Background: an optimization exercise with open tools, aiming at small area. Do not read the settings as production practice. The RTL was checked by simulation tests, not by an equivalence proof against the original design. No activity file was given, so power comes from the tool's default toggle rates.

### design/flow/flow/run.sh
#!/bin/bash
# The standard layout (bash standard.sh) with these changes:
#  - every port is buffered by the smallest buffer, sky130_fd_sc_hd__buf_1,
#    instead of the one buffer_ports picks by default;
#  - after the floorplan, flow/post_floorplan.tcl gives every combinational
#    cell its smallest drive strength (timing repair later sizes up
#    whatever needs it);
#  - clock tree synthesis builds the tree from clkbuf_4 cells and adds no
#    dummy load cells.
# The make output of the whole flow goes to standard.log here; ORFS keeps each
# step's own log under orfs/logs/.
set -euo pipefail
here=$(pwd)
export BUFFER_PORTS_ARGS="-buffer_cell sky130_fd_sc_hd__buf_1"
export CTS_ARGS="-sink_clustering_enable -repair_clock_nets -dont_use_dummy_load -buf_list sky130_fd_sc_hd__clkbuf_4"
export POST_FLOORPLAN_TCL="$here/flow/post_floorplan.tcl"
bash standard.sh > standard.log 2>&1
### design/flow/flow/post_floorplan.tcl
# Give every combinational cell the smallest-area drive strength of its
# function (same cell name but for the _N suffix). Registers keep their cells.
set db [ord::get_db]
set block [ord::get_db_block]
set swapped 0
foreach inst [$block getInsts] {
  set m [$inst getMaster]
  set name [$m getName]
  if { [$m isSequential] } { continue }
  if { ![regexp {^(sky130_fd_sc_hd__[a-z0-9]+)_([0-9]+)$} $name -> base drv] } { continue }
  if { [string match "*tap*" $base] || [string match "*fill*" $base] || [string match "*decap*" $base] || [string match "*conb*" $base] } { continue }
  set best $name
  set best_area [expr { [$m getWidth] * [$m getHeight] }]
  foreach d {0 1 2 3 4 6 8 12 16} {
    set c [$db findMaster ${base}_$d]
    if { $c == "NULL" || $c == "" } { continue }
    set a [expr { [$c getWidth] * [$c getHeight] }]
    if { $a < $best_area } { set best ${base}_$d; set best_area $a }
  }
  if { $best != $name } {
    replace_cell [get_cells [$inst getName]] [get_lib_cells */$best]
    incr swapped
  }
}
puts "post_floorplan: gave $swapped cells a smaller drive strength"
### design/flow/standard.sh
#!/bin/bash
# synth_recipe.tcl (not shown) runs the flow's synth.tcl, then flattens the netlist and writes it again
# the make line also repeats each setting of config.mk as NAME=value (left out here)
make -C /OpenROAD-flow-scripts/flow DESIGN_CONFIG=/design/flow/config.mk WORK_HOME=/design/flow/orfs CLKGATE_MAP_FILE= SYNTH_SCRIPT=/design/flow/synth_recipe.tcl "${@:-finish}"
### design/flow/config.mk
export PLATFORM = sky130hd
export DESIGN_NAME = parking_management_system
export DESIGN_NICKNAME = parking_management_system
export VERILOG_FILES = /design/flow/design.v
export SDC_FILE = /design/flow/constraint.sdc
export NUM_CORES = 4
export LEC_CHECK = 0
export CAP_MARGIN = 20
export CORE_MARGIN = 2
export CORE_UTILIZATION = 40
export SLEW_MARGIN = 20
### design/flow/constraint.sdc
create_clock -name core_clock -period 5.0 [get_ports {clk}]
set_input_delay 1.0000 -clock core_clock [delete_from_list [all_inputs] [get_ports {clk}]]
set_output_delay 1.0000 -clock core_clock [all_outputs]
set_load 0.01 [all_outputs]
### design/flow/design.v
module parking_management_system (
    input wire clk,
    input wire reset,
    input wire car_entered,
    input wire car_exited,
    input wire is_uni_car_entered,
    input wire is_uni_car_exited,
    output wire [9:0] uni_parked_car,
    output wire [9:0] parked_car,
    output wire [9:0] uni_vacated_space,
    output wire [9:0] vacated_space,
    output reg uni_is_vacated_space,
    output reg is_vacated_space
);
    reg [8:0] uni_cnt;
    reg [8:0] cnt;
    reg [11:0] lfsr;
    reg [2:0] stage;
    reg [2:0] quota;
    localparam [11:0] LFSR_RESET = 12'b011110001110;
    wire term = lfsr[11:7] == 5'b11100 && lfsr[5:0] == 6'b011101;
    wire fb = lfsr[11] ^ lfsr[5] ^ lfsr[3] ^ lfsr[0];
    wire [11:0] lfsr_next = {lfsr[10:9], lfsr[8] | term, lfsr[7:0], fb};
    wire uni_in   = car_entered & is_uni_car_entered;
    wire uni_out  = car_exited & is_uni_car_exited & ~uni_in;
    wire nuni_in  = car_entered & ~is_uni_car_entered & ~(car_exited & is_uni_car_exited);
    wire nuni_out = ~car_entered & car_exited & ~is_uni_car_exited;
    wire [9:0] ua = {1'b0, uni_cnt};
    wire [9:0] pa = {1'b0, cnt};
    localparam [9:0] K = 10'd700;
    wire [9:0] cin;
    assign cin[0] = 1'b0;
    genvar j;
    generate for (j = 1; j < 10; j = j + 1) begin : gk
        assign cin[j] = K[j-1] ? (ua[j-1] & pa[j-1]) : (ua[j-1] | pa[j-1]);
    end endgenerate
    wire room = ~&(ua ^ pa ^ K ^ ~cin);
    wire uni_full = &{uni_cnt[8:4], uni_cnt[2]};
    reg at_quota;
    always @(*) begin
        case (quota)
            3'd2: at_quota = &{cnt[7:3], cnt[1]};                    
            3'd3: at_quota = &{cnt[8], cnt[5], cnt[3:2]};            
            3'd4: at_quota = &{cnt[8], cnt[6], cnt[4:1]};            
            3'd5: at_quota = &{cnt[8:4], cnt[2]};                    
            default: at_quota = &{cnt[7:6], cnt[3]};                 
        endcase
    end
    wire below_quota = ~at_quota;
    wire uni_inc = uni_in & ~uni_full & room;
    wire uni_dec = uni_out & (uni_cnt != 9'd0);
    wire inc = nuni_in & room & below_quota;
    wire dec = nuni_out & (cnt != 9'd0);
    wire [9:0] uni_up, uni_dn, up, dn;
    assign uni_up[0] = uni_inc;
    assign uni_dn[0] = uni_dec;
    assign up[0] = inc;
    assign dn[0] = dec;
    genvar i;
    generate for (i = 0; i < 9; i = i + 1) begin : g
        assign uni_up[i+1] = uni_up[i] & uni_cnt[i];
        assign uni_dn[i+1] = uni_dn[i] & ~uni_cnt[i];
        assign up[i+1] = up[i] & cnt[i];
        assign dn[i+1] = dn[i] & ~cnt[i];
    end endgenerate
    always @(posedge clk or posedge reset) begin
        if (reset) begin
            uni_cnt <= 9'd0;
            cnt <= 9'd0;
            uni_is_vacated_space <= 1'b1;
            is_vacated_space <= 1'b1;
            lfsr <= LFSR_RESET;
            stage <= 3'd0;
            quota <= 3'd0;
        end else begin
            lfsr <= lfsr_next;
            if (term && stage != 3'd5)
                stage <= stage + 3'd1;
            if (nuni_in)
                quota <= stage;
            uni_cnt <= uni_cnt ^ uni_up[8:0] ^ uni_dn[8:0];
            cnt <= cnt ^ up[8:0] ^ dn[8:0];
            if (uni_in) begin
                uni_is_vacated_space <= ~uni_full & room;
                is_vacated_space <= below_quota & room;
            end else if (uni_dec) begin
                uni_is_vacated_space <= 1'b1;
            end else if (inc) begin
                uni_is_vacated_space <= ~uni_full;
                is_vacated_space <= 1'b1;
            end else if (dec) begin
                is_vacated_space <= 1'b1;
            end
        end
    end
    localparam [9:0] UVK = 10'd500;
    localparam [9:0] VK = 10'd200;
    wire [10:0] ub, pb;
    assign ub[0] = 1'b0;
    assign pb[0] = 1'b0;
    generate for (i = 0; i < 10; i = i + 1) begin : s
        assign uni_vacated_space[i] = UVK[i] ^ ua[i] ^ ub[i];
        assign ub[i+1] = UVK[i] ? (ua[i] & ub[i]) : (ua[i] | ub[i]);
        assign vacated_space[i] = VK[i] ^ pa[i] ^ pb[i];
        assign pb[i+1] = VK[i] ? (pa[i] & pb[i]) : (pa[i] | pb[i]);
    end endgenerate
    assign uni_parked_car = ua;
    assign parked_car = pa;
endmodule
==> results of run 1 <==
[registers in the layout, summed over array words and instances, names as in the netlist]
name / cells
quota: 3
is_vacated_space: 1
stage: 3
uni_cnt: 9
uni_is_vacated_space: 1
cnt: 9
lfsr: 12
[metrics by stage]
| step | utilization (%) | setup slack, ps | total power [mW] | instances | hold WS, ps |
|---|---|---|---|---|---|
| after floorplan | - | 1680 | 1.09 | 226 | 333 |
| after global placement | 44.5 | 1440 | 1.32 | 343 | 342 |
| after detailed placement | 44.5 | 1400 | 1.33 | 343 | 339 |
| after CTS | 45.1 | 1240 | 1.48 | 348 | 364 |
| after global routing | 45.1 | 1090 | 1.61 | 348 | 365 |
| final | 45.1 | 1310 | 1.45 | 348 | 369 |
[per-layer routing]
layer	global-route usage [%]	vias up
met5	0	-
li1	-	858
met3	4.78	8
met4	6.10	0
met2	24.6	39
met1	19.6	794
[cell families (layout without fill, tap and decap cells)]
kind of cell / after synthesis / in the layout / share of synthesized area [%]
compound gates: 12 / 12 / 3.98
xor+xnor: 33 / 33 / 12.1
fa+ha+maj: 43 / 43 / 22.5
buf+inv: 35 / 82 / 6.13
flops: 38 / 38 / 40.3
mux: 1 / 1 / 0.419
other cells: 1 / 2 / 0.157
simple gates: 62 / 62 / 14.4
[cells in the final DEF, fill, tap and decap left out, drive strengths merged, types with 2 or more instances in the layout]
cell type,count
xnor2,17
nor4,4
nor2,10
nand4b,3
buf,46
conb,2
xor2,16
dfstp,9
dfrtp,29
inv,31
o21ai,4
clkbuf,5
and4,2
ha,43
nand4,5
nor3,9
nand3,5
nand2,18
a41oi,2
[cell type report]
| class | instances | share of cell area (%) |
|---|---|---|
| Timing Repair Buffer | 46 | 6.68 |
| Tap cell | 75 | 3.55 |
| Clock buffer | 5 | 1.42 |
| Sequential cell | 38 | 36.4 |
| Inverter | 31 | 4.41 |
| Multi-Input combinational cell | 153 | 47.5 |
[worst max-delay path: stages, from the launching register on]
cell,delay [ps]
dfrtp_1,450
inv_1,120
ha_1,180
inv_1,50
ha_1,160
inv_1,50
ha_1,130
inv_1,40
ha_1,170
ha_1,180
ha_1,180
ha_1,180
ha_1,260
inv_1,50
buf_1,140
[worst max path at each step]
stage,from,end,slack [ps],cells past startpoint
final,uni_cnt[0]$_DFF_PP0_,uni_vacated_space[8],1310,14
after global routing,uni_cnt[0]$_DFF_PP0_,uni_vacated_space[8],1090,14
after CTS,uni_cnt[0]$_DFF_PP0_,uni_vacated_space[8],1240,14
after detailed placement,cnt[6]$_DFF_PP0_,cnt[8]$_DFF_PP0_,1400,16
after global placement,cnt[6]$_DFF_PP0_,cnt[8]$_DFF_PP0_,1440,16
after floorplan,cnt[6]$_DFF_PP0_,cnt[8]$_DFF_PP0_,1680,16
[where the power goes]
part	total, mW	leakage [nW]	internal (mW)	switching (mW)
Combinational	0.780	0.830	0.332	0.448
Clock	0.142	0.0230	0.0470	0.0953
Sequential	0.530	0.467	0.383	0.147
Total	1.45	1.32	0.761	0.691
==> metrics.cfg, run 1 <==
[routing]
dr_wl_met3_um = 271
dr.pass1.iters = 4
wl_mm = 4.57
vias_per_cell = 4.88
vias = 1699
wl_per_cell_um = 13.1
drt-met1-wl_mm = 2.16
topRoutingLayerUsed = met4
route.met2.wl_mm = 2.06
drt_iter0_markers = 61
ant_nets = 0
drc = 0

[synth]
ys_seq_elements = 38
synthCells = 225
synth_edf_count = 0
synth_common_cells = 43 x ha_1, 31 x inv_1, 29 x dfrtp_1, 18 x nand2_1, 17 x xnor2_1
synth-async-reset-ratio_pct = 100
yosysSeqAreaShare_pct = 40.3
synth_most_common_cell = ha_1
synth_top_area_cell = dfrtp_1
synth_cell_types = 36
netlist.area_leader.share_pct = 30.4
netlist_top_cells_area = dfrtp_1 30%, ha_1 23%, dfstp_2 9.9%
ys.flop_type = dfrtp_1
synth_area_per_cell_um2 = 10.6
syn_area_um2 = 2390
ys_warn_count = 1

[placed_design]
gp_congestion = 0.802
dp_hpwl_mm = 3.59
io_buffers = 45
placed_area_um2 = 2600

[timing]
slew_viol_final = 0
worstMarginPinSlew_ps = 620
clock.fmax_mhz = 271
timing.slew.headroom_pct = 58.2
fin_crit_ps = 3690
finalSetupTns_ps = 0
setup_viol = 0
hold_viol_final = 0
skew_ps = 10.7
grt_setup_unrepaired = false
min_period_over_period_pct = 73.7

[floorplan]
core-area_um2 = 5850
start_util_pct = 40.8
rows = 28
dieWidth_um = 81.3
ios = 48
die_h_um = 81.3
dieArea_um2 = 6600

[worst_setup_path]
startpoint_type = flop
reg2reg_depth = 16
arrival_ps = 2690
rrSetupSlack_ps = 1410
crit_fanout = 6
cp-end-kind = primary output
r2r-start = cnt[6]$_DFF_PP0_
r2r_end = cnt[8]$_DFF_PP0_
crit_type = reg2out
crit_required_ps = 4000

[power]
max-vdd-ir-drop_v = 0.000216
power_density_nw_per_um2 = 550
p_leak_nw = 1.32

[cells_and_area]
diodes = 0
synthToLayoutAreaGrowth_pct = 10.6
drive_gt1_share_pct = 5.86
nNetsFinal = 324
fillCellCount = 579
multi_input_area_um2 = 1250
finish.instance_area_um2 = 2640
regArea_um2 = 962

[global_route]
grt_overflow_total = 0
grt_pass1_vias = 1601
track_usage_pct = 15.5
grt_pass1_wl_mm = 7.58
antenna_found_initial = 0
grt_max_degree = 39

[cts]
cts_made_buffers = 5
cts_resized = 0
postCtsSetupBuffers = 0
cts_buffer_depth = 2
clk_latency_ps = 350
cts.sinks = 38
cts_tree = done
ctsHoldBuffers = 0
clk_pin_slew_ps = 110
root_buffer = clkbuf_4
cts_htree_levels = 2

[flow_run]
maxCapViolCount = 0

[min_path]
min_from = lfsr[6]$_DFF_PP0_
min_to = lfsr[7]$_DFF_PP1_
hold_class = reg2reg
hold_path_depth = 0

[run_status]
outcome = timing/DRC/antenna clean

==> run 2, diff against run 1 <==
--- a/design/flow/flow/run.sh
+++ b/design/flow/flow/run.sh
@@ -4,3 +4,4 @@
 #    instead of the one buffer_ports picks by default;
-#  - after the floorplan, flow/post_floorplan.tcl gives every combinational
+#  - after the floorplan, flow/post_floorplan.tcl re-maps the combinational
+#    logic for area (OpenROAD's restructure) and gives every combinational
 #    cell its smallest drive strength (timing repair later sizes up
--- a/design/flow/flow/post_floorplan.tcl
+++ b/design/flow/flow/post_floorplan.tcl
@@ -1,3 +1,16 @@
-# Give every combinational cell the smallest-area drive strength of its
-# function (same cell name but for the _N suffix). Registers keep their cells.
+# Area recovery after the floorplan, on the standard synthesis's netlist:
+#  1. restructure (OpenROAD's rmp, through ABC) re-maps the combinational
+#     logic between registers for area. Registers are left as they are.
+#  2. every combinational cell gets the smallest-area drive strength of its
+#     function (same cell name but for the _N suffix); timing repair later
+#     sizes up whatever needs it.
+set lib [lindex $::env(LIB_FILES) 0]
+set rs_dir $::env(RESULTS_DIR)/restructure
+file mkdir $rs_dir
+report_design_area
+restructure -liberty_file $lib -target area \
+  -tielo_port sky130_fd_sc_hd__conb_1/LO -tiehi_port sky130_fd_sc_hd__conb_1/HI \
+  -work_dir $rs_dir
+report_design_area
+
 set db [ord::get_db]
@@ -25 +38,2 @@
 puts "post_floorplan: gave $swapped cells a smaller drive strength"
+report_design_area
==> run 2 against run 1 <==
Power shrank 13%. Critical endpoint is now uni_cnt[7]$_DFF_PP0_. Non-clock buffer count unchanged. Register-to-register slack improved by 140 ps.
==> metrics.cfg, run 2 <==
[run_status]
outcome = timing/DRC/antenna clean  ; unchanged

[routing]
vias_per_cell = 5.10  ; was 4.88
wl_mm = 5.10  ; was 4.57 mm
drc = 0  ; unchanged
drt_iter0_markers = 109  ; was 61
wl_per_cell_um = 13.0  ; was 13.1 µm
ant_nets = 0  ; unchanged
vias = 2006  ; was 1,699
dr.pass1.iters = 4  ; unchanged

[min_path]
hold_class = reg2reg  ; unchanged

[synth]
netlist_top_cells_area = dfrtp_1 30%, ha_1 23%, dfstp_2 9.9%  ; unchanged
netlist.area_leader.share_pct = 30.4  ; unchanged
ys_warn_count = 1  ; unchanged
ys_seq_elements = 38  ; unchanged
syn_area_um2 = 2390  ; unchanged
synth_top_area_cell = dfrtp_1  ; unchanged
yosysSeqAreaShare_pct = 40.3  ; unchanged
synth_most_common_cell = ha_1  ; unchanged
ys.flop_type = dfrtp_1  ; unchanged
synth_cell_types = 36  ; unchanged
synth_edf_count = 0  ; unchanged
synth-async-reset-ratio_pct = 100  ; unchanged
synth_common_cells = 43 x ha_1, 31 x inv_1, 29 x dfrtp_1, 18 x nand2_1, 17 x xnor2_1  ; unchanged
synthCells = 225  ; unchanged
synth_area_per_cell_um2 = 10.6  ; unchanged

[global_route]
grt_max_degree = 39  ; unchanged
antenna_found_initial = 0  ; unchanged
grt_pass1_vias = 1726  ; was 1,601
grt_overflow_total = 0  ; unchanged
track_usage_pct = 16.4  ; was 15.5%
grt_pass1_wl_mm = 8.34  ; was 7.58 mm

[placed_design]
placed_cells = 388  ; was 343
io_buffers = 45  ; unchanged
gp_congestion = 0.873  ; was 0.802
place_ws_ps = 1460  ; was 1400 ps
dp_hpwl_mm = 3.99  ; was 3.59 mm
placed_area_um2 = 2360  ; was 2600 µm²

[cells_and_area]
finish.instance_area_um2 = 2400  ; was 2640 µm²
synthToLayoutAreaGrowth_pct = 0.576  ; was 10.6%
final_cells = 393  ; was 348
drive_gt1_share_pct = 4.72  ; was 5.86%
top_regs = lfsr x12, cnt x9, uni_cnt x9  ; unchanged
mostFrequentLayoutCell = clkinv_1  ; was buf_1
diodes = 0  ; unchanged
largest_register_ffs = 12  ; unchanged
final_util_pct = 41.0  ; was 45.1%
top_register = lfsr  ; unchanged
final_cell_mix = 47 x clkinv_1, 45 x buf_1, 45 x nor2_1  ; was 45 x buf_1, 43 x ha_1, 31 x inv_1
nNetsFinal = 326  ; was 324

[cts]
cts_resized = 0  ; unchanged
clk_pin_slew_ps = 90  ; was 110 ps
cts_tree = done  ; unchanged
postCtsSetupBuffers = 0  ; unchanged
root_buffer = clkbuf_4  ; unchanged
cts_made_buffers = 5  ; unchanged
cts_htree_levels = 2  ; unchanged
cts.sinks = 38  ; unchanged
cts_buffer_depth = 2  ; unchanged
ctsHoldBuffers = 0  ; unchanged
clk_latency_ps = 340  ; was 350 ps

[timing]
clock.fmax_mhz = 290  ; was 271 MHz
min_period_over_period_pct = 69.0  ; was 73.7%
slew_viol_final = 0  ; unchanged
setup_viol = 0  ; unchanged
hold_viol_final = 0  ; unchanged
timing.slew.headroom_pct = 43.4  ; was 58.2%
setup_slack_ps = 1550  ; was 1310 ps
worstMarginPinSlew_ps = 839  ; was 620 ps
finalSetupTns_ps = 0  ; unchanged
fin_crit_ps = 3450  ; was 3690 ps
hold_slack_ps = 374  ; was 369 ps
skew_ps = 29.4  ; was 10.7 ps
grt_setup_unrepaired = false  ; unchanged

[worst_setup_path]
crit_required_ps = 5190  ; was 4000 ps
startpoint_type = flop  ; unchanged
crit_fanout = 8  ; was 6
arrival_ps = 3640  ; was 2690 ps
cp-end-kind = flop  ; was primary output
crit_type = reg2reg  ; was reg2out

[floorplan]
dieWidth_um = 81.3  ; unchanged
dieArea_um2 = 6600  ; unchanged
die_h_um = 81.3  ; unchanged
rows = 28  ; unchanged
start_util_pct = 40.8  ; unchanged
core-area_um2 = 5850  ; unchanged
ios = 48  ; unchanged

[power]
finalPower_mw = 1.27  ; was 1.45 mW
power_density_nw_per_um2 = 527  ; was 550 nW/µm²
max-vdd-ir-drop_v = 0.000193  ; was 0.000216 V
p_leak_nw = 0.911  ; was 1.32 nW

[flow_run]
maxCapViolCount = 0  ; unchanged

run 2: cell types whose count changed in the layout (fill, tap and decap cells not counted), moves of 14 or more:
cell / before / now
clkinv_1: 0 / 47
ha_1: 43 / 0
inv_1: 31 / 0
nor2_1: 10 / 45
o21ai_0: 4 / 26
xnor2_1: 17 / 3
xor2_1: 16 / 0
run 2: critical path, cell delays in order (launching register included):
cell	delay (ps)
dfrtp_1	490
clkinv_1	220
nor2_1	210
a21oi_1	70
nand2_1	60
o21ai_0	90
o211ai_1	110
nor4_1	100
a41o_1	250
or3_1	380
nor2_1	190
nand2_1	120
nor2_1	160
clkinv_1	100
nor2_1	140
clkinv_1	90
nor2_1	140
nand2_1	110
a22oi_1	180
o22ai_1	90
run 2: cell type report:
| cell class | instances | area (µm²) |
|---|---|---|
| clock buffer | 5 | 37.5 |
| fill | 623 | 3450 |
| inverter | 47 | 176 |
| multi-input combinational | 182 | 955 |
| sequential | 38 | 962 |
| tap | 75 | 93.8 |
| timing repair buffer | 46 | 176 |
run 2: routing by layer:
metal	share of wire [%]	up-vias	wire length [µm]	GRT usage, %
li1	-	1039	-	-
met1	51	915	2590	25.1
met2	43	47	2180	23.7
met3	5.5	5	278	3.11
met4	1.0	0	51	4.07
met5	0	-	0	0
run 2: final timing paths:
kind	cells past startpoint	start	endpoint	slack (ps)
max	19	cnt[3]$_DFF_PP0_	uni_cnt[7]$_DFF_PP0_	1550
max in group asynchronous	3	reset	lfsr[8]$_DFF_PP1_	3900
min in group asynchronous	3	reset	stage[2]$_DFFE_PP0P_	710
min reg2reg	0	lfsr[7]$_DFF_PP1_	lfsr[8]$_DFF_PP1_	370
min	0	lfsr[7]$_DFF_PP1_	lfsr[8]$_DFF_PP1_	370
max reg2reg	19	cnt[3]$_DFF_PP0_	uni_cnt[7]$_DFF_PP0_	1550
run 2: cell families (layout without fill, tap and decap cells):
group	Yosys count	in the layout	share of synthesized area [%]
xor gates and xnor gates	33	3	12.1
other	1	4	0.157
adders and majority gates	43	0	22.5
and+or+nand+nor	62	100	14.4
muxes	1	0	0.419
AOI/OAI and AO/OA	12	75	3.98
DFF	38	38	40.3
buffers and inverters	35	98	6.13
run 2: where the power goes:
part / internal [mW] / switching [mW]
Clock: 0.0471 / 0.0896
Sequential: 0.373 / 0.125
Combinational: 0.215 / 0.416
Total: 0.635 / 0.631
==> run 3, diff against run 2 <==
--- a/design/flow/design.v
+++ b/design/flow/design.v
@@ -29,2 +29,3 @@
     wire [9:0] pa = {1'b0, cnt};
+    genvar i;
     localparam [9:0] K = 10'd700;
@@ -32,5 +33,4 @@
     assign cin[0] = 1'b0;
-    genvar j;
-    generate for (j = 1; j < 10; j = j + 1) begin : gk
-        assign cin[j] = K[j-1] ? (ua[j-1] & pa[j-1]) : (ua[j-1] | pa[j-1]);
+    generate for (i = 1; i < 10; i = i + 1) begin : gk
+        assign cin[i] = K[i-1] ? (ua[i-1] & pa[i-1]) : (ua[i-1] | pa[i-1]);
     end endgenerate
@@ -38,12 +38,7 @@
     wire uni_full = &{uni_cnt[8:4], uni_cnt[2]};
-    reg at_quota;
-    always @(*) begin
-        case (quota)
-            3'd2: at_quota = &{cnt[7:3], cnt[1]};                    
-            3'd3: at_quota = &{cnt[8], cnt[5], cnt[3:2]};            
-            3'd4: at_quota = &{cnt[8], cnt[6], cnt[4:1]};            
-            3'd5: at_quota = &{cnt[8:4], cnt[2]};                    
-            default: at_quota = &{cnt[7:6], cnt[3]};                 
-        endcase
-    end
+    wire at_quota = (~quota[2] & ~quota[1] & (&{cnt[7:6], cnt[3]}))             
+                  | (~quota[2] & quota[1] & (&{cnt[7:3], cnt[1]}))              
+                  | (quota[2] & quota[1] & quota[0] & (&{cnt[8], cnt[5], cnt[3:2]}))   
+                  | (quota[2] & quota[1] & ~quota[0] & (&{cnt[8], cnt[6], cnt[4:1]}))  
+                  | (quota[2] & ~quota[1] & (&{cnt[8:4], cnt[2]}));             
     wire below_quota = ~at_quota;
@@ -58,3 +53,2 @@
     assign dn[0] = dec;
-    genvar i;
     generate for (i = 0; i < 9; i = i + 1) begin : g
@@ -65,2 +59,4 @@
     end endgenerate
+    wire [8:0] uni_next = uni_cnt ^ (uni_up[8:0] | uni_dn[8:0]);
+    wire [8:0] next = cnt ^ (up[8:0] | dn[8:0]);
     always @(posedge clk or posedge reset) begin
@@ -76,18 +72,16 @@
             lfsr <= lfsr_next;
-            if (term && stage != 3'd5)
-                stage <= stage + 3'd1;
+            if (term && stage != 3'b100)
+                stage <= {stage[1:0], ~stage[2]};
             if (nuni_in)
                 quota <= stage;
-            uni_cnt <= uni_cnt ^ uni_up[8:0] ^ uni_dn[8:0];
-            cnt <= cnt ^ up[8:0] ^ dn[8:0];
-            if (uni_in) begin
+            uni_cnt <= uni_next;
+            cnt <= next;
+            if (uni_in | inc) begin
                 uni_is_vacated_space <= ~uni_full & room;
                 is_vacated_space <= below_quota & room;
-            end else if (uni_dec) begin
-                uni_is_vacated_space <= 1'b1;
-            end else if (inc) begin
-                uni_is_vacated_space <= ~uni_full;
-                is_vacated_space <= 1'b1;
-            end else if (dec) begin
-                is_vacated_space <= 1'b1;
+            end else begin
+                if (uni_dec)
+                    uni_is_vacated_space <= 1'b1;
+                if (dec)
+                    is_vacated_space <= 1'b1;
             end
--- a/design/flow/flow/run.sh
+++ b/design/flow/flow/run.sh
@@ -15,3 +15,3 @@
 export BUFFER_PORTS_ARGS="-buffer_cell sky130_fd_sc_hd__buf_1"
-export CTS_ARGS="-sink_clustering_enable -repair_clock_nets -dont_use_dummy_load -buf_list sky130_fd_sc_hd__clkbuf_4"
+export CTS_ARGS="-sink_clustering_enable -repair_clock_nets -dont_use_dummy_load -buf_list sky130_fd_sc_hd__clkbuf_8 -sink_clustering_size 50 -sink_clustering_max_diameter 500"
 export POST_FLOORPLAN_TCL="$here/flow/post_floorplan.tcl"
==> run 3 against run 2 <==
Still clean on timing, DRC and antenna. First-iteration DRC count up 37%. Core utilization up 2.7 points. Power up 17%. Critical path type is now reg2out. Die area down 3.8%.
==> metrics.cfg, run 3 <==
[run_status]
outcome = timing/DRC/antenna clean  ; unchanged

[global_route]
grt_pass1_wl_mm = 8.92  ; was 8.34 mm
grt_overflow_total = 0  ; unchanged
grt_pass1_vias = 1835  ; was 1,726
grt_max_degree = 39  ; unchanged
antenna_found_initial = 0  ; unchanged
track_usage_pct = 18.3  ; was 16.4%

[synth]
synth_edf_count = 0  ; unchanged
synth_xor_area_share_pct = 11.1  ; was 12.1%
synth_fa_ha_area_share_pct = 13.7  ; was 22.5%
ys.flop_type = dfrtp_1  ; unchanged
synth_area_per_cell_um2 = 10.0  ; was 10.6 µm²
synth_common_cells = 34 x inv_1, 29 x dfrtp_1, 25 x ha_1, 19 x nand2_1, 18 x xnor2_1  ; was 43 x ha_1, 31 x inv_1, 29 x dfrtp_1, 18 x nand2_1, 17 x xnor2_1
synth_cell_types = 47  ; was 36
netlist.area_leader.share_pct = 31.7  ; was 30.4%
synthCells = 229  ; was 225
synth_top_family_by_area = simple AND/OR/NAND/NOR gates  ; was adder cells
synthSimpleGateAreaFrac_pct = 13.9  ; was 14.4%
ys_warn_count = 1  ; unchanged
synth-async-reset-ratio_pct = 100  ; unchanged
yosysSeqAreaShare_pct = 42.0  ; was 40.3%
syn_area_um2 = 2290  ; was 2390 µm²
netlist_top_cells_area = dfrtp_1 32%, ha_1 14%, dfstp_2 10%  ; was dfrtp_1 30%, ha_1 23%, dfstp_2 9.9%
synth_compound_area_share_pct = 9.94  ; was 3.98%
ys_seq_elements = 38  ; unchanged
synthMuxAreaShare_pct = 1.37  ; was 0.419%
synth_top_area_cell = dfrtp_1  ; unchanged
synth_most_common_cell = inv_1  ; was ha_1

[placed_design]
gp_congestion = 0.868  ; was 0.873
dp_hpwl_mm = 4.00  ; was 3.99 mm
io_buffers = 45  ; unchanged

[worst_setup_path]
crit_type = reg2out  ; was reg2reg
cpPeakStageDelay_ps = 490  ; about the same
arrival_ps = 2680  ; was 3640 ps
r2r-start = cnt[3]$_DFF_PP0_  ; unchanged
crit_top_cell = nor2_1  ; unchanged
startpoint_type = flop  ; unchanged
cp-end-kind = primary output  ; was flop
r2r_end = uni_cnt[7]$_DFF_PP0_  ; unchanged
rrSetupSlack_ps = 1520  ; was 1550 ps
crit_path_cell_trace = clkinv_1 > nor2_1 > nor2_1 > nor2_1 > clkinv_1 > nor2_1 > clkinv_1 > nor2_1 > clkinv_1 > nor2_1 > clkinv_1 > o22ai_1 > buf_1  ; was clkinv_1 > nor2_1 > a21oi_1 > nand2_1 > o21ai_0 > o211ai_1 > nor4_1 > a41o_1 > or3_1 > nor2_1 > nand2_1 > nor2_1 > clkinv_1 > nor2_1 > clkinv_1 > nor2_1 > nand2_1 > a22oi_1 > o22ai_1
reg2reg_depth = 13  ; was 19
crit_fanout = 8  ; unchanged
crit_required_ps = 4000  ; was 5190 ps
crit_path_top_delay_cell = dfrtp_1  ; unchanged

[floorplan]
dieArea_um2 = 6350  ; was 6600 µm²
dieWidth_um = 79.7  ; was 81.3 µm
rows = 27  ; was 28
ios = 48  ; unchanged
start_util_pct = 41.6  ; was 40.8%
core-area_um2 = 5510  ; was 5850 µm²
die_h_um = 79.7  ; was 81.3 µm

[cells_and_area]
fillCellCount = 543  ; was 623
top_regs = lfsr x12, cnt x9, uni_cnt x9  ; unchanged
drive_gt1_share_pct = 5.08  ; was 4.72%
top_register = lfsr  ; unchanged
diodes = 0  ; unchanged
mostFrequentLayoutCell = buf_1  ; was clkinv_1
largest_register_ffs = 12  ; unchanged
final_cell_mix = 45 x buf_1, 44 x clkinv_1, 35 x nor2_1  ; was 47 x clkinv_1, 45 x buf_1, 45 x nor2_1
nNetsFinal = 303  ; was 326
synthToLayoutAreaGrowth_pct = 5.02  ; was 0.576%

[power]
p_leak_nw = 0.886  ; was 0.911 nW
max-vdd-ir-drop_v = 0.000283  ; was 0.000193 V
power_density_nw_per_um2 = 616  ; was 527 nW/µm²

[routing]
ant_nets = 0  ; unchanged
vias_per_cell = 5.29  ; was 5.10
wl_mm = 5.23  ; was 5.10 mm
wl_per_cell_um = 14.3  ; was 13.0 µm
vias = 1943  ; was 2,006
drc = 0  ; unchanged
drt_iter0_markers = 149  ; was 109
dr.pass1.iters = 4  ; unchanged

[timing]
grt_setup_unrepaired = false  ; unchanged
slew_viol_final = 0  ; unchanged
min_period_over_period_pct = 73.6  ; was 69.0%
skew_ps = 11.8  ; was 29.4 ps
setup_viol = 0  ; unchanged
fin_crit_ps = 3680  ; was 3450 ps
hold_viol_final = 0  ; unchanged
hold_slack_ps = 360  ; was 374 ps
finalSetupTns_ps = 0  ; unchanged
clock.fmax_mhz = 272  ; was 290 MHz

[cts]
cts_resized = 0  ; unchanged
postCtsSetupBuffers = 0  ; unchanged
cts_tree = done  ; unchanged
root_buffer = clkbuf_8  ; was clkbuf_4
cts.sinks = 38  ; unchanged
cts_buffer_depth = 2  ; unchanged
clk_pin_slew_ps = 70  ; was 90 ps
cts_htree_levels = 2  ; unchanged
clk_latency_ps = 290  ; was 340 ps
cts_made_buffers = 5  ; unchanged
ctsHoldBuffers = 0  ; unchanged

[min_path]
min_to = lfsr[7]$_DFF_PP1_  ; was lfsr[8]$_DFF_PP1_
min_from = lfsr[6]$_DFF_PP0_  ; was lfsr[7]$_DFF_PP1_
hold_path_depth = 0  ; unchanged
hold_class = reg2reg  ; unchanged

[flow_run]
maxCapViolCount = 0  ; unchanged

run 3: cell types whose count changed in the layout (fill, tap and decap cells not counted), moves of 3 or more:
| cell | before | now |
|---|---|---|
| nand2_1 | 31 | 12 |
| xnor2_1 | 3 | 15 |
| a2bb2oi_1 | 0 | 3 |
| clkbuf_8 | 0 | 5 |
| a31o_1 | 4 | 1 |
| o32ai_1 | 1 | 6 |
| o21ai_0 | 26 | 15 |
| clkbuf_4 | 5 | 0 |
| nor2_1 | 45 | 35 |
| nand3_1 | 3 | 7 |
| clkinv_1 | 47 | 44 |
run 3: layout make-up:
cell class	instances	area [µm²]	area share, %
Timing Repair Buffer	46	176	7.33
Sequential cell	38	962	40.0
Tap cell	72	90.1	3.74
Multi-Input combinational cell	162	943	39.2
Clock buffer	5	68.8	2.86
Inverter	44	165	6.86
run 3: critical path, delay by kind of cell, from the launching register on:
family	cells	cell delay (ps)
compound gates	1	160
flops	1	490
buf+inv	6	890
simple gates	6	860
run 3: cells by family (layout without fill, tap and decap cells):
kind of cell | Yosys count | after routing
multiplexers | 3 | 0
XOR/XNOR | 29 | 16
adder cells (fa/ha/maj) | 25 | 0
buffers and inverters | 41 | 95
flip-flops | 38 | 38
other | 1 | 4
AO/OA/AOI/OAI | 31 | 69
AND/OR/NAND/NOR | 61 | 73
run 3: power breakdown:
part           total [mW]  internal [mW]  leakage, nW  switching [mW]
clock               0.186         0.0898       0.0359          0.0966
combinational       0.771          0.286        0.398           0.485
sequential          0.525          0.379        0.453           0.145
total                1.48          0.755        0.886           0.727
run 3: worst max-delay path by stage:
stage,end,from,cells past startpoint,slack [ps]
finish,uni_vacated_space[8],uni_cnt[2]$_DFF_PP0_,13,1320
global placement,uni_vacated_space[8],uni_cnt[2]$_DFF_PP0_,13,1680
CTS,uni_vacated_space[8],uni_cnt[2]$_DFF_PP0_,13,1300
detailed placement,uni_cnt[7]$_DFF_PP0_,cnt[3]$_DFF_PP0_,13,1620
global route,uni_vacated_space[8],uni_cnt[2]$_DFF_PP0_,13,920
floorplan,uni_vacated_space[8],uni_cnt[0]$_DFF_PP0_,13,1800
run 3: routing by layer:
| layer | global-route usage [%] | vias to the layer above | share of wire [%] |
|---|---|---|---|
| met4 | 6.21 | 0 | 1.6 |
| met1 | 27.3 | 886 | 49 |
| met3 | 4.30 | 9 | 7.5 |
| met5 | 0 | - | 0 |
| met2 | 25.8 | 77 | 42 |
| li1 | - | 971 | - |
run 3: through the flow:
stage	cells	setup slack (ps)	power, mW	utilization, %	area [µm²]
floorplan	230	1800	1.07	-	2290
global placement	362	1680	1.29	42.4	2340
detailed placement	362	1620	1.30	42.4	2340
CTS	367	1300	1.49	43.7	2410
global route	367	923	1.63	43.7	2410
finish	367	1320	1.48	43.7	2410
==> run 4, diff against run 3 <==
--- a/design/flow/flow/run.sh
+++ b/design/flow/flow/run.sh
@@ -15,3 +15,3 @@
 export BUFFER_PORTS_ARGS="-buffer_cell sky130_fd_sc_hd__buf_1"
-export CTS_ARGS="-sink_clustering_enable -repair_clock_nets -dont_use_dummy_load -buf_list sky130_fd_sc_hd__clkbuf_8 -sink_clustering_size 50 -sink_clustering_max_diameter 500"
+export CTS_ARGS="-sink_clustering_enable -repair_clock_nets -dont_use_dummy_load -buf_list sky130_fd_sc_hd__clkbuf_4"
 export POST_FLOORPLAN_TCL="$here/flow/post_floorplan.tcl"
--- a/design/flow/flow/post_floorplan.tcl
+++ b/design/flow/flow/post_floorplan.tcl
@@ -3,2 +3,3 @@
 #     logic between registers for area. Registers are left as they are.
+#     Cells it leaves driving nothing are then removed.
 #  2. every combinational cell gets the smallest-area drive strength of its
@@ -13,2 +14,4 @@
   -work_dir $rs_dir
+# restructure can leave tie cells that drive nothing
+eliminate_dead_logic
 report_design_area
==> run 4 against run 3 <==
Worst setup slack worse by 49 ps. Sequential cell count is the same. Combinational power fell by 0.5%. Non-clock buffer count unchanged. Cell count down 0.54%. Highest routed layer unchanged. Critical path type unchanged. Synthesized cell count unchanged. Via count shrank 1.2%. Clock skew decreased by 1.9 ps. Worst hold slack better by 11 ps. Clock power decreased by 24%.
==> metrics.cfg, run 4 <==
[cts]
postCtsSetupBuffers = 0  ; unchanged
clk_pin_slew_ps = 110  ; was 70 ps
cts_made_buffers = 5  ; unchanged
cts_htree_levels = 2  ; unchanged
cts_tree = done  ; unchanged
cts_buffer_depth = 2  ; unchanged
clk_latency_ps = 340  ; was 290 ps
ctsHoldBuffers = 0  ; unchanged
cts_resized = 0  ; unchanged
root_buffer = clkbuf_4  ; was clkbuf_8
cts.sinks = 38  ; unchanged

[placed_design]
placed_cells = 360  ; was 362
io_buffers = 45  ; unchanged
gp_congestion = 0.862  ; was 0.868
place_ws_ps = 1610  ; was 1620 ps
dp_hpwl_mm = 3.86  ; was 4.00 mm

[timing]
finalSetupTns_ps = 0  ; unchanged
fin_crit_ps = 3730  ; was 3680 ps
slew_viol_final = 0  ; unchanged
timing.slew.headroom_pct = 64.9
grt_setup_unrepaired = false  ; unchanged
setup_viol = 0  ; unchanged
hold_slack_ps = 370  ; was 360 ps
worstMarginPinSlew_ps = 521
setup_slack_ps = 1270  ; was 1320 ps
clock.fmax_mhz = 268  ; was 272 MHz
min_period_over_period_pct = 74.6  ; was 73.6%
skew_ps = 9.92  ; was 11.8 ps
hold_viol_final = 0  ; unchanged

[worst_setup_path]
cp-end-kind = primary output  ; unchanged
arrival_ps = 2730  ; was 2680 ps
crit_required_ps = 4000  ; about the same
crit_fanout = 8  ; unchanged
r2r-start = cnt[3]$_DFF_PP0_  ; unchanged
startpoint_type = flop  ; unchanged
crit_type = reg2out  ; unchanged
startpoint = uni_cnt[2]$_DFF_PP0_  ; unchanged

[cells_and_area]
final_cells = 365  ; was 367
top_regs = lfsr x12, cnt x9, uni_cnt x9  ; unchanged
fillCellCount = 563  ; was 543
nNetsFinal = 301  ; was 303
diodes = 0  ; unchanged
mostFrequentLayoutCell = buf_1  ; unchanged
largest_register_ffs = 12  ; unchanged
top_register = lfsr  ; unchanged
synthToLayoutAreaGrowth_pct = 3.33  ; was 5.02%
drive_gt1_share_pct = 5.12  ; was 5.08%
final_cell_mix = 45 x buf_1, 44 x clkinv_1, 35 x nor2_1  ; unchanged

[power]
internal_power_mw = 0.712  ; was 0.755 mW
netSwitchingFraction_pct = 50.3  ; was 49.1%
clkPwrFrac_pct = 9.9  ; was 12.6%
max-vdd-ir-drop_v = 0.000273  ; was 0.000283 V
power_switching_mw = 0.720  ; was 0.727 mW
combPwrFrac_pct = 53.6  ; was 52.0%
power_density_nw_per_um2 = 605  ; was 616 nW/µm²
p_leak_nw = 0.867  ; was 0.886 nW
seqPwrFrac_pct = 36.5  ; was 35.4%

[flow_run]
maxCapViolCount = 0  ; unchanged

[synth]
synth_area_per_cell_um2 = 10.0  ; unchanged
synth_common_cells = 34 x inv_1, 29 x dfrtp_1, 25 x ha_1, 19 x nand2_1, 18 x xnor2_1  ; unchanged
ys_seq_elements = 38  ; unchanged
synth-async-reset-ratio_pct = 100  ; unchanged
ys.flop_type = dfrtp_1  ; unchanged
synth_edf_count = 0  ; unchanged
synth_most_common_cell = inv_1  ; unchanged
synth_top_area_cell = dfrtp_1  ; unchanged
synth_cell_types = 47  ; unchanged
syn_area_um2 = 2290  ; unchanged
netlist.area_leader.share_pct = 31.7  ; unchanged
ys_warn_count = 1  ; unchanged
synthCells = 229  ; unchanged
netlist_top_cells_area = dfrtp_1 32%, ha_1 14%, dfstp_2 10%  ; unchanged
yosysSeqAreaShare_pct = 42.0  ; unchanged

[global_route]
grt_pass1_vias = 1683  ; was 1,835
grt_overflow_total = 0  ; unchanged
antenna_found_initial = 0  ; unchanged
grt_max_degree = 39  ; unchanged
track_usage_pct = 16.7  ; was 18.3%
grt_pass1_wl_mm = 8.31  ; was 8.92 mm

[floorplan]
start_util_pct = 41.6  ; unchanged
core-area_um2 = 5510  ; unchanged
ios = 48  ; unchanged
dieArea_um2 = 6350  ; unchanged
die_h_um = 79.7  ; unchanged
dieWidth_um = 79.7  ; unchanged
rows = 27  ; unchanged

[routing]
wl_mm = 5.15  ; was 5.23 mm
vias = 1920  ; was 1,943
ant_nets = 0  ; unchanged
drt_iter0_markers = 153  ; was 149
wl_per_cell_um = 14.1  ; was 14.3 µm
dr.pass1.iters = 4  ; unchanged
vias_per_cell = 5.26  ; was 5.29
drc = 0  ; unchanged

[min_path]
min_from = lfsr[6]$_DFF_PP0_  ; unchanged
hold_class = reg2reg  ; unchanged

[run_status]
outcome = timing/DRC/antenna clean  ; unchanged

==> run 4: cell types whose count changed in the layout (fill, tap and decap cells not counted) <==
cell	change
clkbuf_4	+5
clkbuf_8	-5
conb_1	-2
==> run 4: final timing paths <==
check                      slack [ps]                            to  depth (start not counted)
setup / recovery                 1270          uni_vacated_space[8]                         13
hold / removal                    370             lfsr[7]$_DFF_PP1_                          0
setup reg to reg                 1480          uni_cnt[7]$_DFF_PP0_                         13
hold reg to reg                   370             lfsr[7]$_DFF_PP1_                          0
max in group asynchronous        3920  is_vacated_space$_DFFE_PP1P_                          3
min in group asynchronous         730              cnt[6]$_DFF_PP0_                          3
==> run 4: kinds of logic (layout without fill, tap and decap cells) <==
group,Yosys count,in the layout,synth area share (%)
mux,3,0,1.37
fa+ha+maj,25,0,13.7
xor+xnor,29,16,11.1
compound gates,31,69,9.94
buf+inv,41,95,7.92
other cells,1,2,0.164
flops,38,38,42.0
simple gates,61,73,13.9
==> run 4: power by group through the flow <==
stage | registers (mW) | clock network (mW) | logic, mW
2_1_floorplan | 0.513 | 0 | 0.561
3_3_place_gp | 0.524 | 0 | 0.768
3_5_place_dp | 0.527 | 0 | 0.759
4_1_cts | 0.521 | 0.147 | 0.765
5_1_grt | 0.539 | 0.158 | 0.862
6_report | 0.523 | 0.142 | 0.767
==> run 4: worst max-delay path, stage by stage, from the launching register on <==
cell	delay, ps
dfrtp_1	500
clkinv_1	250
nor2_1	210
nor2_1	90
nor2_1	140
clkinv_1	100
nor2_1	130
clkinv_1	90
nor2_1	170
clkinv_1	110
nor2_1	160
clkinv_1	120
o22ai_1	160
buf_1	170
==> run 4: cell type report <==
class | instances | area, µm² | share of cell area (%)
clock buffers | 5 | 37.5 | 1.59
inverters | 44 | 165 | 6.98
multi-input cells | 160 | 936 | 39.5
flip-flops and latches | 38 | 962 | 40.6
well taps | 72 | 90.1 | 3.81
repair buffers | 46 | 176 | 7.45
==> run 4: routing by layer <==
layer / routed length [µm] / part of all wire, % / global-route usage [%] / vias up
li1: - / - / - / 959
met2: 2130 / 41 / 23.0 / 69
met4: 31 / 0.60 / 4.66 / 0
met3: 264 / 5.1 / 2.71 / 3
met5: 0 / 0 / 0 / -
met1: 2720 / 53 / 26.6 / 889
==> run 4: through the flow <==
stage               instance area [µm²]  utilization, %  power, mW
finish                             2370            43.0       1.43
global route                       2370            43.0       1.56
CTS                                2370            43.0       1.43
detailed placement                 2330            42.3       1.29
global placement                   2330            42.3       1.29
floorplan                          2290               -       1.07

## separate check: timing with driven ports
How much do the figures lean on ideal ports? The routed layouts below were timed once more, with nothing changed but the port constraints. Step 1 sets driving cells, clkbuf_16 on the clock port and buf_2 on the other inputs (assumed; they add their load-dependent delay and slew). Step 2, shift: input delay + t, output delay - t, t = (earliest + latest rising clock arrival at the registers) / 2. This alone moves slack from input paths to output paths. a / b / c = no drivers / after step 1 / after step 2; a / b = the first two.
| run | t, ns | setup WS [ns] | hold WS [ns] | clock arrival spread, ns |
|---|---|---|---|---|
| run 1 | 0.366 | 1.314 / 1.290 / 1.406 | 0.369 / 0.369 / 0.369 | 0.011 / 0.011 |
| run 2 | 0.354 | 1.552 / 1.552 / 1.420 | 0.374 / 0.374 / 0.374 | 0.032 / 0.032 |
| run 3 | 0.308 | 1.318 / 1.291 / 1.518 | 0.360 / 0.360 / 0.360 | 0.012 / 0.012 |
| run 4 | 0.361 | 1.269 / 1.245 / 1.482 | 0.370 / 0.370 / 0.370 | 0.010 / 0.010 |
After both steps every run listed still meets setup and hold. For run 2, which loses most, drivers alone change the setup slack by 0.000 ns; drivers and shift together by -0.132 ns.
